This design comes from an exercise in tuning for small area, a short achievable clock period and few clock cycles per item on the open sky130 flow, not from production work.
Function was checked by simulation only, so behaviour that the tests miss may differ from the original.
Power and IR drop assume default switching activity.

<file path="design.v">
module CONFIG (
	input clk,
	input rst_n,
	input [7:0] data_in,
	input config_data_enable,
	input config_enable,
	output reg [7:0] h_0, h_1, h_2, h_3, h_4, h_5, h_6, h_7, h_8, h_9, h_10, h_11, h_12, h_13, h_14, h_15,
	output reg [3:0] tap_num		
);
always @ (posedge clk)
    begin
        if(!rst_n)
        	begin 
        		h_0 <= 8'b0100_0000;
        		h_1 <= 8'b0100_0000;
        		h_2 <= 8'b0100_0000;
        		h_3 <= 8'b0100_0000;
        		h_4 <= 8'b0100_0000;
        		h_5 <= 8'b0100_0000;
        		h_6 <= 8'b0100_0000;
        		h_7 <= 8'b0100_0000;
        		h_8 <= 8'b0100_0000;
        		h_9 <= 8'b0100_0000;
        		h_10 <= 8'b0100_0000;
        		h_11 <= 8'b0100_0000;
        		h_12 <= 8'b0100_0000;
        		h_13 <= 8'b0100_0000;
        		h_14 <= 8'b0100_0000;
        		h_15 <= 8'b0100_0000;
        		tap_num <= 4'd15; 
        	end
        else
        	begin
        		if (config_enable) 
        		    begin
        		        if (config_data_enable) 
        		            begin
        		                h_0 <= data_in;
								h_1 <=  h_0;
								h_2 <= h_1;
								h_3 <= h_2;
								h_4 <= h_3;
								h_5 <= h_4;
								h_6 <= h_5;
								h_7 <= h_6;
								h_8 <= h_7;
								h_9 <= h_8;
								h_10 <=h_9;
								h_11 <=h_10;
								h_12 <=h_11;
								h_13 <=h_12;
								h_14 <=h_13;
								h_15 <= h_14;
								tap_num <=h_15[3:0];
        		            end
        		        else 
        		            begin
        		                h_0 <=  h_0;
								h_1 <= h_1;
								h_2 <= h_2;
								h_3 <= h_3;
								h_4 <= h_4;
								h_5 <= h_5;
								h_6 <= h_6;
								h_7 <= h_7;
								h_8 <= h_8;
								h_9 <= h_9;
								h_10 <=h_10;
								h_11 <=h_11;
								h_12 <=h_12;
								h_13 <=h_13;
								h_14 <=h_14;
								h_15 <=h_15;
								tap_num <= tap_num;
        		            end
        		    end
        		else 
        		    begin
        		         h_0 <= h_0;
						 h_1 <= h_1;
						 h_2 <= h_2;
						 h_3 <= h_3;
						 h_4 <= h_4;
						 h_5 <= h_5;
						 h_6 <= h_6;
						 h_7 <= h_7;
						 h_8 <= h_8;
						 h_9 <= h_9;
						 h_10 <=h_10;
						 h_11 <=h_11;
						 h_12 <=h_12;
						 h_13 <=h_13;
						 h_14 <=h_14;
						 h_15 <=h_15;
						 tap_num <= tap_num;
        		    end
        	end
    end
endmodule
module FIR_control (
	input clk,
	input rst_n,
	input [0:0] enable,
	input [3:0] tap_num, 
	input [0:0] mac_done, 
	input [0:0] configuration, 
	output reg done, 
	output reg load_enable,
	output reg add_enable,
    output reg expand_enable,
    output reg judge_enable, 
	output reg mac_1_enable, 
	output reg mac_2_enable, 
	output reg mac_3_enable, 
	output reg mac_4_enable, 
	output reg config_enable		
);
reg [7:0] state, next_state;
localparam 
IDLE = 8'b00000001,
LOAD = 8'b00000010,
CALCU = 8'b00000100,
EXPAND = 8'b00001000,
ADD = 8'b00010000,
JUDGE = 8'b00100000,
DONE = 8'b01000000,
CONFIG = 8'b10000000;
always @ (*)
     begin
     	next_state = state;
        case (state)
            IDLE:
                begin
                	if (configuration == 1'b0) 
                	    begin
                    		if (enable) 
                    		    begin
                    		        next_state = LOAD;
                    		    end
                    		else 
                    		    begin
                    		        next_state = IDLE;
                    		    end
			    end
                    else
                    	begin
                    		next_state = CONFIG;
                    	end
                end
            LOAD:
                begin
                	if (configuration == 1'b0) 
                	    begin
                	        next_state = CALCU;
                	    end
                	else 
                	    begin
                	        next_state =  CONFIG;
                	    end
                end
            CALCU:
                begin
                    if(configuration == 1'b0)
                    	if (mac_done) 
                    	    begin
                    	        next_state = EXPAND;
                    	    end
                    	else 
                    	    begin
                    	        next_state = state;
                    	    end
                    else 
                        begin
                            next_state = CONFIG;
                        end
                end
            EXPAND:
            	begin
            		if (configuration == 1'b0) 
            		    begin
            		        next_state = ADD;
            		    end
            		else 
            		    begin
            		        next_state = CONFIG;
            		    end
            	end
            ADD:
                begin
                    if (configuration == 1'b0) 
                        begin
                            next_state = JUDGE;
                        end
                    else 
                        begin
                            next_state = CONFIG;
                        end
                end
            JUDGE:
                begin
                    if (configuration == 1'b0) 
                        begin
                            next_state = DONE;
                        end
                    else 
                        begin
                            next_state = CONFIG;
                        end
                end
            DONE:
                begin
                    if (configuration == 1'b0) 
                        begin
                            next_state =  IDLE;
                        end
                    else 
                        begin
                            next_state = CONFIG;
                        end
                end
            CONFIG:
                begin
                    if (configuration == 1'b0) 
                        begin
                            next_state = IDLE;
                        end
                    else 
                        begin
                            next_state = state;
                        end
                end
        endcase
     end
always @ (posedge clk)
	begin
		if (!rst_n) 
		    begin
		      	state <= IDLE;		  
		    end
		else 
		    begin
		        state <= next_state;
		    end
	end
always @ (*) 
     begin
          case (state)
               IDLE:
               	    begin
                    	mac_1_enable = 1'b0;
                    	mac_2_enable = 1'b0;
                    	mac_3_enable = 1'b0;
                    	mac_4_enable = 1'b0;
                    	load_enable = 1'b0;
                    	add_enable = 1'b0;
                    	done = 1'b0;
                    	config_enable = 1'b0;
                        expand_enable = 1'b0;
                        judge_enable = 1'b0;
                    end
               LOAD:
               		begin
                     	mac_1_enable = 1'b0;
                    	mac_2_enable = 1'b0;
                    	mac_3_enable = 1'b0;
                    	mac_4_enable = 1'b0;
                    	load_enable = 1'b1;
                    	add_enable = 1'b0;
                    	done = 1'b0;
                    	config_enable = 1'b0;  
                        expand_enable = 1'b0;
                        judge_enable = 1'b0;            			
               		end
               CALCU:
                    begin
                    	load_enable = 1'b0;
                    	add_enable = 1'b0;
                    	done = 1'b0;
                    	config_enable = 1'b0;
                        expand_enable = 1'b0;
                        judge_enable =1'b0;
                    	if (tap_num ==4'd15 | tap_num == 4'd14 | tap_num == 4'd13 | tap_num == 4'd12) 
                    	    begin
                    			mac_1_enable = 1'b1;
                    			mac_2_enable = 1'b1;
                    			mac_3_enable = 1'b1;
                    			mac_4_enable = 1'b1;                    	        
                    	    end
                    	else if(tap_num ==4'd11 | tap_num == 4'd10 | tap_num == 4'd9 | tap_num == 4'd8) 
                    		begin
                    			mac_1_enable = 1'b1;
                    			mac_2_enable = 1'b1;
                    			mac_3_enable = 1'b1;
                    			mac_4_enable = 1'b0;
                    		end
                    	else if (tap_num ==4'd4 | tap_num == 4'd7 | tap_num == 4'd6 | tap_num == 4'd5) 
                    		begin
                        		mac_1_enable = 1'b1;
                    			mac_2_enable = 1'b1;
                    			mac_3_enable = 1'b0;
                    			mac_4_enable = 1'b0;
                    		end
                    	else if(tap_num ==4'd0 | tap_num == 4'd1 | tap_num == 4'd2 | tap_num == 4'd3) 
                    	    begin
                    			mac_1_enable = 1'b1;
                    			mac_2_enable = 1'b0;
                    			mac_3_enable = 1'b0;
                    			mac_4_enable = 1'b0;
                    	    end
                        else 
                            begin
                                mac_1_enable = 1'b0;
                                mac_2_enable = 1'b0;
                                mac_3_enable = 1'b0;
                                mac_4_enable = 1'b0;                               
                            end
                    end
               EXPAND:
                    begin
                        mac_1_enable = 1'b0;
                        mac_2_enable = 1'b0;
                        mac_3_enable = 1'b0;
                        mac_4_enable = 1'b0;
                        load_enable = 1'b0;
                        add_enable = 1'b0;
                        done = 1'b0;
                        config_enable = 1'b0;  
                        expand_enable = 1'b1;
                        judge_enable = 1'b0;                     
                    end
               ADD:
                    begin
                      	mac_1_enable = 1'b0;
                    	mac_2_enable = 1'b0;
                    	mac_3_enable = 1'b0;
                    	mac_4_enable = 1'b0;
                    	load_enable = 1'b0;
                    	add_enable = 1'b1;
                    	done = 1'b0;
                    	config_enable = 1'b0;
                        expand_enable = 1'b0;
                        judge_enable = 1'b0;                  
                    end
               JUDGE:
                    begin
                        mac_1_enable = 1'b0;
                        mac_2_enable = 1'b0;
                        mac_3_enable = 1'b0;
                        mac_4_enable = 1'b0;
                        load_enable = 1'b0;
                        add_enable = 1'b0;
                        done = 1'b0;
                        config_enable = 1'b0;
                        expand_enable = 1'b0;
                        judge_enable = 1'b1;                         
                    end
               DONE:
                    begin
                     	mac_1_enable = 1'b0;
                    	mac_2_enable = 1'b0;
                    	mac_3_enable = 1'b0;
                    	mac_4_enable = 1'b0;
                    	load_enable = 1'b0;
                    	add_enable = 1'b0;
                    	done = 1'b1;
                    	config_enable = 1'b0; 
                        expand_enable = 1'b0;
                        judge_enable = 1'b0;                  
                    end
               CONFIG:
               		begin
                    	mac_1_enable = 1'b0;
                    	mac_2_enable = 1'b0;
                    	mac_3_enable = 1'b0;
                    	mac_4_enable = 1'b0;
                    	load_enable = 1'b0;
                    	add_enable = 1'b0;
                    	done = 1'b0;
                    	config_enable = 1'b1; 
                        expand_enable = 1'b0;
                        judge_enable =1'b0;              		            		
               		end
               default:
                    begin
                        mac_1_enable = 1'b0;
                        mac_2_enable = 1'b0;
                        mac_3_enable = 1'b0;
                        mac_4_enable = 1'b0;
                        load_enable = 1'b0;
                        add_enable = 1'b0;
                        done = 1'b0;
                        config_enable = 1'b0;
                        expand_enable = 1'b0;
                        judge_enable = 1'b0;
                    end
          endcase
     end
endmodule
module MAC (
	input clk,
	input rst_n,
	input [0:0] mac_enable, 
	input [7:0] h_0,
	input [7:0] h_1,
	input [7:0] h_2,
	input [7:0] h_3,
	input [7:0] data_0,
	input [7:0] data_1,
	input [7:0] data_2,
	input [7:0] data_3,
	output reg[10:0] data_out, 
	output reg [0:0] mac_done 
);
reg [2:0] cnt;
reg [7:0] op_1;
reg [7:0] op_2;
reg [10:0] ac_sum_old;
wire [10:0] ac_sum_new;
always @ (posedge clk)
    begin
        if(!rst_n)
        	begin
        		cnt <= 3'd0;
        	end
        else if(mac_enable)
        	begin
        		if (cnt == 3'd4) 
        		    begin
        		        cnt <= 0;
        		    end
        		else 
        		    begin
        		        cnt <= cnt +1'b1;
        		    end
        	end
        else 
            begin
                cnt <= 0;
            end
    end
always @ (posedge clk)
    begin
        if(!rst_n)
        	begin
        		op_1 <= 0;
        		op_2 <= 0;
        		ac_sum_old <= 0;
        		mac_done <= 0;
        	end
        else if(cnt == 3'd0 && mac_enable)
        	begin
        		op_1 <= h_0;
        		op_2 <= data_0;
        		ac_sum_old <= 0;
        		mac_done <= 1'b0;
        	end
        else if (cnt == 3'd1 && mac_enable) 
            begin
                op_1 <= h_1;
                op_2 <= data_1;
                ac_sum_old <= ac_sum_new;
                mac_done <= 1'b0;
            end
        else if(cnt == 3'd2 && mac_enable)
            begin
                op_1 <= h_2;
                op_2 <= data_2;
                ac_sum_old <= ac_sum_new;
                mac_done <= 1'b0;
            end
        else if(cnt == 3'd3 && mac_enable)
        	begin
        		op_1 <= h_3;
        		op_2 <= data_3;
        		ac_sum_old <= ac_sum_new;
        		mac_done <= 1'b0;
        	end
        else  if(cnt == 3'd4 && mac_enable)
            begin
                mac_done <= 1'b1;
                data_out <= ac_sum_new;
            end
        else  
            begin
                mac_done <= 1'b0; 
                data_out <= 0;
            end
    end
mac_operate mac_operate_inst(
	.op_1(op_1),
	.op_2(op_2),
	.ac_sum_old(ac_sum_old),
	.ac_sum_new(ac_sum_new)
	);
endmodule
module mac_operate(
	input [7:0] op_1,
	input [7:0] op_2,
	input [10:0] ac_sum_old,
	output wire[10:0] ac_sum_new
	);
    wire [7:0] op_1_ori; 
    wire [7:0] op_2_ori; 
    wire [15:0] mul_temp;
    wire [7:0] mul_cut;
    wire [10:0] mul; 
    wire flag;
    assign op_1_ori = (op_1[7] == 1) ? (~op_1 + 8'd1) : (op_1); 
    assign op_2_ori = (op_2[7] == 1) ? (~op_2 + 8'd1) : (op_2); 
    assign flag = op_1[7] ^ op_2[7];
    assign mul_temp = op_1_ori * op_2_ori;
    assign mul_cut = mul_temp[14:7]; 
    assign mul = (flag == 1'b1) ? (11'd0 - {3'b000,mul_cut}) : ({3'b000,mul_cut}); 
	assign ac_sum_new = ac_sum_old + mul;
endmodule
module FIR (
	input clk,
	input rst_n,
	input [7:0] data_in,
	input enable,
	input configuration, 
	input config_data_enable, 
	output reg [7:0] data_out,
	output reg [1:0] overflow_flag, 
	output [0:0] done
);
wire [3:0] tap_num; 
wire [7:0] h_0, h_1, h_2, h_3, h_4, h_5, h_6, h_7, h_8, h_9, h_10, h_11, h_12, h_13, h_14, h_15; 
reg [7:0] data_0, data_1, data_2, data_3, data_4, data_5, data_6, data_7, data_8, data_9, data_10, data_11, data_12, data_13, data_14, data_15; 
wire[10:0] sum_1, sum_2, sum_3, sum_4; 
reg [12:0] sum_1_1, sum_2_2, sum_3_3, sum_4_4; 
reg [12:0] sum; 
wire mac_1_enable, mac_2_enable, mac_3_enable, mac_4_enable;
wire mac_1_done, mac_2_done, mac_3_done, mac_4_done;
wire mac_done;
assign mac_done = mac_1_done || mac_2_done || mac_3_done || mac_4_done; 
wire load_enable;
wire add_enable;
wire config_enable;
wire expand_enable;
wire judge_enable;
FIR_control FIR_control_inst(
	.clk(clk),
	.rst_n(rst_n),
	.enable(enable),
	.tap_num(tap_num), 
	.mac_done(mac_done), 
	.configuration(configuration), 
	.done(done), 
	.load_enable(load_enable),
	.add_enable(add_enable),
	.mac_1_enable(mac_1_enable), 
	.mac_2_enable(mac_2_enable), 
	.mac_3_enable(mac_3_enable), 
	.mac_4_enable(mac_4_enable), 
	.config_enable(config_enable),
	.expand_enable(expand_enable),
	.judge_enable(judge_enable)		
);
always @ (posedge clk)
    begin
        if(!rst_n)
        	begin
        		data_0 <= 0;
        		data_1 <= 0;
        		data_2 <= 0;
        		data_3 <= 0;
        		data_4 <= 0;
        		data_5 <= 0;
        		data_6 <= 0;
        		data_7 <= 0;
        		data_8 <= 0;
        		data_9 <= 0;
        		data_10 <= 0;
        		data_11 <= 0;
        		data_12 <= 0;
        		data_13 <= 0;
        		data_14<= 0;
        		data_15<= 0;
        	end
        else
        	begin
        		if (load_enable) 
        		    begin
        				data_0  <= data_in;
        				data_1  <= data_0;
        				data_2  <= data_1;
        				data_3  <= data_2;
        				data_4  <= data_3; 
        				data_5  <= data_4; 
        				data_6  <= data_5; 
        				data_7  <= data_6; 
        				data_8  <= data_7; 
        				data_9  <= data_8; 
        				data_10 <= data_9; 
        				data_11 <= data_10;
        				data_12 <= data_11;
        				data_13 <= data_12;
        				data_14 <= data_13;
        				data_15 <= data_14;      		        
        		    end
        		else 
        		    begin
						data_0  <= data_0; 
						data_1  <= data_1; 
						data_2  <= data_2; 
						data_3  <= data_3; 
						data_4  <= data_4; 
						data_5  <= data_5; 
						data_6  <= data_6; 
						data_7  <= data_7; 
						data_8  <= data_8; 
						data_9  <= data_9; 
						data_10 <= data_10;
						data_11 <= data_11;
						data_12 <= data_12;
						data_13 <= data_13;
						data_14 <= data_14;
						data_15 <= data_15;       		        
        		    end
        	end
    end
MAC MAC_inst_1(
	.clk(clk),
	.rst_n(rst_n),
	.mac_enable(mac_1_enable), 
	.h_0(h_0),
	.h_1(h_1),
	.h_2(h_2),
	.h_3(h_3),
	.data_0(data_0),
	.data_1(data_1),
	.data_2(data_2),
	.data_3(data_3),
	.data_out(sum_1), 
	.mac_done(mac_1_done) 
);
MAC MAC_inst_2(
	.clk(clk),
	.rst_n(rst_n),
	.mac_enable(mac_2_enable), 
	.h_0(h_4),
	.h_1(h_5),
	.h_2(h_6),
	.h_3(h_7),
	.data_0(data_4),
	.data_1(data_5),
	.data_2(data_6),
	.data_3(data_7),
	.data_out(sum_2), 
	.mac_done(mac_2_done) 
);
MAC MAC_inst_3(
	.clk(clk),
	.rst_n(rst_n),
	.mac_enable(mac_3_enable), 
	.h_0(h_8),
	.h_1(h_9),
	.h_2(h_10),
	.h_3(h_11),
	.data_0(data_8),
	.data_1(data_9),
	.data_2(data_10),
	.data_3(data_11),
	.data_out(sum_3), 
	.mac_done(mac_3_done) 
);
MAC MAC_inst_4(
	.clk(clk),
	.rst_n(rst_n),
	.mac_enable(mac_4_enable), 
	.h_0(h_12),
	.h_1(h_13),
	.h_2(h_14),
	.h_3(h_15),
	.data_0(data_12),
	.data_1(data_13),
	.data_2(data_14),
	.data_3(data_15),
	.data_out(sum_4), 
	.mac_done(mac_4_done) 
);
always @ (posedge clk)
    begin
        if(!rst_n)
        	begin
        		sum_1_1 <= 0;
        		sum_2_2 <= 0;
        		sum_3_3 <= 0;
        		sum_4_4 <= 0;
        	end
        else 
        	begin
        		if (expand_enable) 
        		    begin
        		    	sum_1_1 <= (sum_1[10]==1) ? ({1'b1,1'b1,sum_1}) : ({1'b0,1'b0,sum_1});
        		    	sum_2_2 <= (sum_2[10]==1) ? ({1'b1,1'b1,sum_2}) : ({1'b0,1'b0,sum_2});
        		    	sum_3_3 <= (sum_3[10]==1) ? ({1'b1,1'b1,sum_3}) : ({1'b0,1'b0,sum_3});
        		    	sum_4_4 <= (sum_4[10]==1) ? ({1'b1,1'b1,sum_4}) : ({1'b0,1'b0,sum_4});
        		    end
        		else 
        		    begin
       		            sum_1_1 <= sum_1_1;
						sum_2_2 <= sum_2_2;
						sum_3_3 <= sum_3_3;
       		            sum_4_4 <= sum_4_4;
        		    end
        	end
    end
always @ (posedge clk)
    begin
        if(!rst_n)
        	begin
        		sum <= 0;
        	end
        else
        	begin
        		if (add_enable) 
        		    begin
        		         sum <= sum_1_1 + sum_2_2 + sum_3_3 + sum_4_4;
        		    end
        		else 
        		    begin
        		        sum <= sum;
        		    end
        	end
    end
always @ (posedge clk)
   begin
        if(!rst_n)
        	begin
        		data_out <= 0;
        		overflow_flag <= 0;
        	end
        else
        	begin
        		if (judge_enable) 
        		    begin
        		        if (sum[12] == 1) 
        		            begin
        		                if (sum[11]==0||sum[10]==0||sum[9]==0||sum[8]==0||sum[7]==0) 
        		                    begin
        		                        data_out <= 8'b1000_0000; 
        		                        overflow_flag <= 2'b10;
        		                    end
        		                else 
        		                    begin
        		                        data_out <= sum[7:0];
        		                        overflow_flag <= 2'b00;
        		                    end
        		            end
        		        else 
        		            begin
        		                if (sum[11]==1||sum[10]==1||sum[9]==1||sum[8]==1||sum[7]==1) 
        		                    begin
        		                        data_out <= 8'b0111_1111; 
        		                        overflow_flag <= 2'b01;
        		                    end
        		                else 
        		                    begin
        		                        data_out <= sum[7:0];
        		                        overflow_flag <= 2'b00;
        		                    end
        		            end
        		    end
        		else 
        		    begin
        		        overflow_flag <= overflow_flag;
        		        data_out <= data_out;
        		    end
        	end
    end
CONFIG CONFIG_inst(
	.clk(clk),
	.rst_n(rst_n),
	.data_in(data_in),
	.config_data_enable(config_data_enable),
	.config_enable(config_enable),
	.h_0(h_0), 
	.h_1(h_1), 
	.h_2(h_2), 
	.h_3(h_3), 
	.h_4(h_4), 
	.h_5(h_5), 
	.h_6(h_6), 
	.h_7(h_7), 
	.h_8(h_8), 
	.h_9(h_9), 
	.h_10(h_10), 
	.h_11(h_11), 
	.h_12(h_12), 
	.h_13(h_13), 
	.h_14(h_14), 
	.h_15(h_15),
	.tap_num(tap_num)		
);
endmodule
</file>
<file path="run.sh">
#!/bin/bash
# synth_recipe.tcl (not shown) runs the flow's synth.tcl, then flattens the netlist and writes it again
# the make line also repeats each setting of config.mk as NAME=value (left out here)
make -C /OpenROAD-flow-scripts/flow DESIGN_CONFIG=/design/flow/config.mk WORK_HOME=/design/flow/orfs CLKGATE_MAP_FILE= SYNTH_SCRIPT=/design/flow/synth_recipe.tcl finish
</file>
<file path="config.mk">
export PLATFORM = sky130hd
export DESIGN_NAME = FIR
export DESIGN_NICKNAME = FIR
export VERILOG_FILES = /design/flow/design.v
export SDC_FILE = /design/flow/constraint.sdc
export NUM_CORES = 4
export LEC_CHECK = 0
export CAP_MARGIN = 20
export CORE_MARGIN = 2
export CORE_UTILIZATION = 40
export SLEW_MARGIN = 20
</file>
<file path="constraint.sdc">
create_clock -name core_clock -period 10.0 [get_ports {clk}]
set_input_delay 2.0000 -clock core_clock [delete_from_list [all_inputs] [get_ports {clk}]]
set_output_delay 2.0000 -clock core_clock [all_outputs]
set_load 0.01 [all_outputs]
</file>
==> flow_metrics.env <==
export IMPL_drt_pass1_iter_count=5
export IMPL_syn_nets=4193
export IMPL_htreeDepth=2
export IMPL_path_common_cell="fa_1"
export IMPL_seq_power_share=0.473
export IMPL_placed_cells=4705
export IMPL_areaGrowthSynthToFinish_pct=9.65
export IMPL_clk_pin_slew_ns=0.06
export IMPL_crit_fanout=8
export IMPL_sw_frac_of_total=0.227
export IMPL_slowest_delay_ns=0.66
export IMPL_max_freq_mhz=122
export IMPL_netlist_instances=3805
export IMPL_fin_setup_tns_ns=0
export IMPL_grt_max_degree=223
export IMPL_synth_avg_cell_area_sq_um=8.18
export IMPL_crit_buf_inv=3
export IMPL_grt_pass1_vias=23900
export IMPL_slew_violations=0
export IMPL_crit_type="reg2reg"
export IMPL_ctsHoldBuffers=0
export IMPL_coreArea_sq_um=77200
export IMPL_intPower_mw=3.36
export IMPL_end_kind="flip-flop"
export IMPL_period_needed_ns=8.20
export IMPL_cap_viol_max_count=0
export IMPL_postCtsSetupRepairBufs=0
export IMPL_die_w_um=283
export IMPL_portBuffers=23
export IMPL_critPathRequiredTime_ns=10.37
export IMPL_finClkSkew_ns=0.0557
export IMPL_dieHeight_um=283
export IMPL_grt_util_all_layers=0.179
export IMPL_post_dp_hpwl_um=51200
export IMPL_synth_top_area_cell="dfxtp_1"
export IMPL_p_sw_mw=0.987
export IMPL_cts_root_buf="clkbuf_16"
export IMPL_critPathSlowestCell="or4b_1"
export IMPL_cts_resized=0
export IMPL_io_pins=24
export IMPL_setup_viol=0
export IMPL_cts_made_buffers=56
export IMPL_grt_pass1_wl_um=121000
export IMPL_insertion_delay_ns=0.63
export IMPL_synth_top_cell_area_share=0.294
export IMPL_final_layout_size_suffix_gt1_frac=0.0475
export IMPL_gp_congestion=0.839
export IMPL_synth_warnings=4
export IMPL_hp_class="reg2reg"
export IMPL_rsz0062_at_grt="false"
export IMPL_antenna_left=0
export IMPL_p_comb_frac=0.032
export IMPL_synth_area_leaders="dfxtp_1 29%, fa_1 10%, nand2_1 9.1%"
export IMPL_async_flop_share=0
export IMPL_final_cells=4810
export IMPL_netlist_area_sq_um=31100
export IMPL_status="finished clean"
export IMPL_wl_per_cell_um=15.0
export IMPL_dieArea_sq_um=80100
export IMPL_synth_edf_count=44
export IMPL_cts_sinks=501
export IMPL_ys_flop_type="dfxtp_1"
export IMPL_arrival_ns=8.57
export IMPL_layout_nets=4111
export IMPL_max_slew_margin=0.260
export IMPL_fp_row_count=102
export IMPL_antenna_found_initial=0
export IMPL_ys_types=91
export IMPL_diodes=0
export IMPL_yosys_top_cells_count="754 x nand2_1, 472 x nor2_1, 457 x dfxtp_1"
export IMPL_synth_ff_latch_count=501
export IMPL_cts_buffer_depth=3
export IMPL_drc=0
export IMPL_cellLeakagePower_nw=14.0
export IMPL_vias=24600
export IMPL_p_per_area_nw_per_um2=127
export IMPL_clkPwrFrac=0.495
export IMPL_via_per_inst=5.11
export IMPL_start_kind="flip-flop"
export IMPL_drt_iter0_markers=1723
export IMPL_grt_ovfl_total=0
export IMPL_irDropWorstVdd_uv=122
export IMPL_yosysMostFrequentCell="nand2_1"
export IMPL_hold_viol=0
export IMPL_fin_util=0.442
export IMPL_wl_um=72200
export IMPL_start_util=0.403
export IMPL_timing_final_crit_share=0.820
export IMPL_yosysSeqAreaShare=0.336
export IMPL_crit_family="adder cells"
export IMPL_cts_tree="done"
export IMPL_worst_pin_slew_ns=1.11
[power by group through the flow]
stage               logic (mW)  clock network, mW  registers [mW]
CTS                      0.137               2.19            2.05
floorplan                0.101                  0            2.09
global placement         0.136                  0            2.10
global route             0.151               2.27            2.06
finish                   0.138               2.15            2.05
detailed placement       0.136                  0            2.10
[logic make-up after synthesis]
group	share of synthesized area
buf+inv	0.0572
fa+ha+maj	0.190
xor+xnor	0.0466
flops	0.336
compound gates	0.146
mux	0.0316
simple gates	0.192
[final cells by class]
class / instances / area (sq um)
Fill cell: 7759 / 43100
Multi-Input combinational cell: 2842 / 18900
Sequential cell: 501 / 10500
Clock buffer: 82 / 1620
Tap cell: 1040 / 1300
Inverter: 271 / 1020
Timing Repair Buffer: 51 / 448
Clock inverter: 23 / 335
[worst reg2reg max path, delay by kind of cell, from the launching register on]
| kind | cells | cell delay (ns) |
|---|---|---|
| AO/OA/AOI/OAI | 8 | 1.83 |
| XOR/XNOR | 2 | 0.33 |
| adder cells (fa/ha/maj) | 6 | 2.74 |
| buffers and inverters | 3 | 0.14 |
| flip-flops | 1 | 0.35 |
| AND/OR/NAND/NOR | 9 | 2.58 |
[state kept, by name, indices dropped and copies added (netlist names), 11 cells and up]
| name | flops |
|---|---|
| sum_4_4 | 11 |
| sum_3_3 | 11 |
| MAC_inst_3.data_out | 11 |
| MAC_inst_4.ac_sum_old | 11 |
| sum_2_2 | 11 |
| MAC_inst_1.data_out | 11 |
| MAC_inst_3.ac_sum_old | 11 |
| MAC_inst_4.data_out | 11 |
| MAC_inst_2.ac_sum_old | 11 |
| sum | 13 |
| MAC_inst_1.ac_sum_old | 11 |
| sum_1_1 | 11 |
| MAC_inst_2.data_out | 11 |
[routing by layer]
metal  up-vias  global-route usage  routed length (um)
met2       352               0.297               33800
met3        84              0.0227                2370
met4         0              0.0363                1240
met1     11700               0.249               34700
met5         -                   0                   0
li1      12500                   -                   -
[worst paths after layout]
| check | slack (ns) | start | cells past startpoint | to |
|---|---|---|---|---|
| max | 1.80 | MAC_inst_4.op_2[0] | 28 | MAC_inst_4.data_out[10] |
| min | 0.45 | CONFIG_inst.h_11[0] | 2 | CONFIG_inst.h_12[0] |
| max reg2reg | 1.80 | MAC_inst_4.op_2[0] | 28 | MAC_inst_4.data_out[10] |
| min reg2reg | 0.45 | CONFIG_inst.h_11[0] | 2 | CONFIG_inst.h_12[0] |
[cell usage in the layout, fill, tap and decap left out, types with 21 or more instances in the layout]
cell / instances
a211oi_1: 72
a21oi_1: 447
a22oi_1: 23
buf_4: 27
clkbuf_16: 58
clkdlybuf4s50_1: 22
dfxtp_1: 457
edfxtp_1: 44
fa_1: 163
ha_1: 212
inv_1: 268
mux2i_1: 96
nand2_1: 753
nand2b_1: 21
nand3_1: 30
nor2_1: 472
o211ai_1: 26
o21ai_0: 32
o21ai_1: 32
or2_2: 28
xnor2_1: 96
xor2_1: 68
[metrics by stage]
| step | hold WS (ns) | total power [mW] | worst slack [ns] | area, sq um |
|---|---|---|---|---|
| floorplan | 0.431 | 2.19 | 2.29 | 31100 |
| global placement | 0.439 | 2.23 | 1.88 | 32200 |
| detailed placement | 0.445 | 2.23 | 1.81 | 32200 |
| CTS | 0.449 | 4.39 | 1.83 | 34100 |
| global route | 0.466 | 4.48 | 1.25 | 34100 |
| finish | 0.447 | 4.34 | 1.80 | 34100 |
Testbench counts, summed over its fixed seeds: cycles 57,600, items 4,800.

## what the ideal ports hide
The flow's constraints put no driver on any port. The routed layout listed below was extracted and timed again, unchanged, in two steps.
Step 1 assumes that a clkbuf_16 drives the clock port and a buf_2 every other input.
Step 2 also shifts input and output timing later by t, the mid clock arrival at the registers, as if the neighbouring blocks saw the same clock.
Three values: ideal, step 1, step 2; two values: the first two.
shift t [ns]: 0.665
setup slack, ns: 1.797 / 1.797 / 1.797
hold slack, ns: 0.447 / 0.447 / 0.447
slew at the worst register clock pin (ns): 0.06 / 0.06
worst slew at a driven data input, ns: 0.05
After both steps this run still meets setup and hold. The setup slack of this run moves by 0.000 ns with the drivers and by 0.000 ns with both steps.
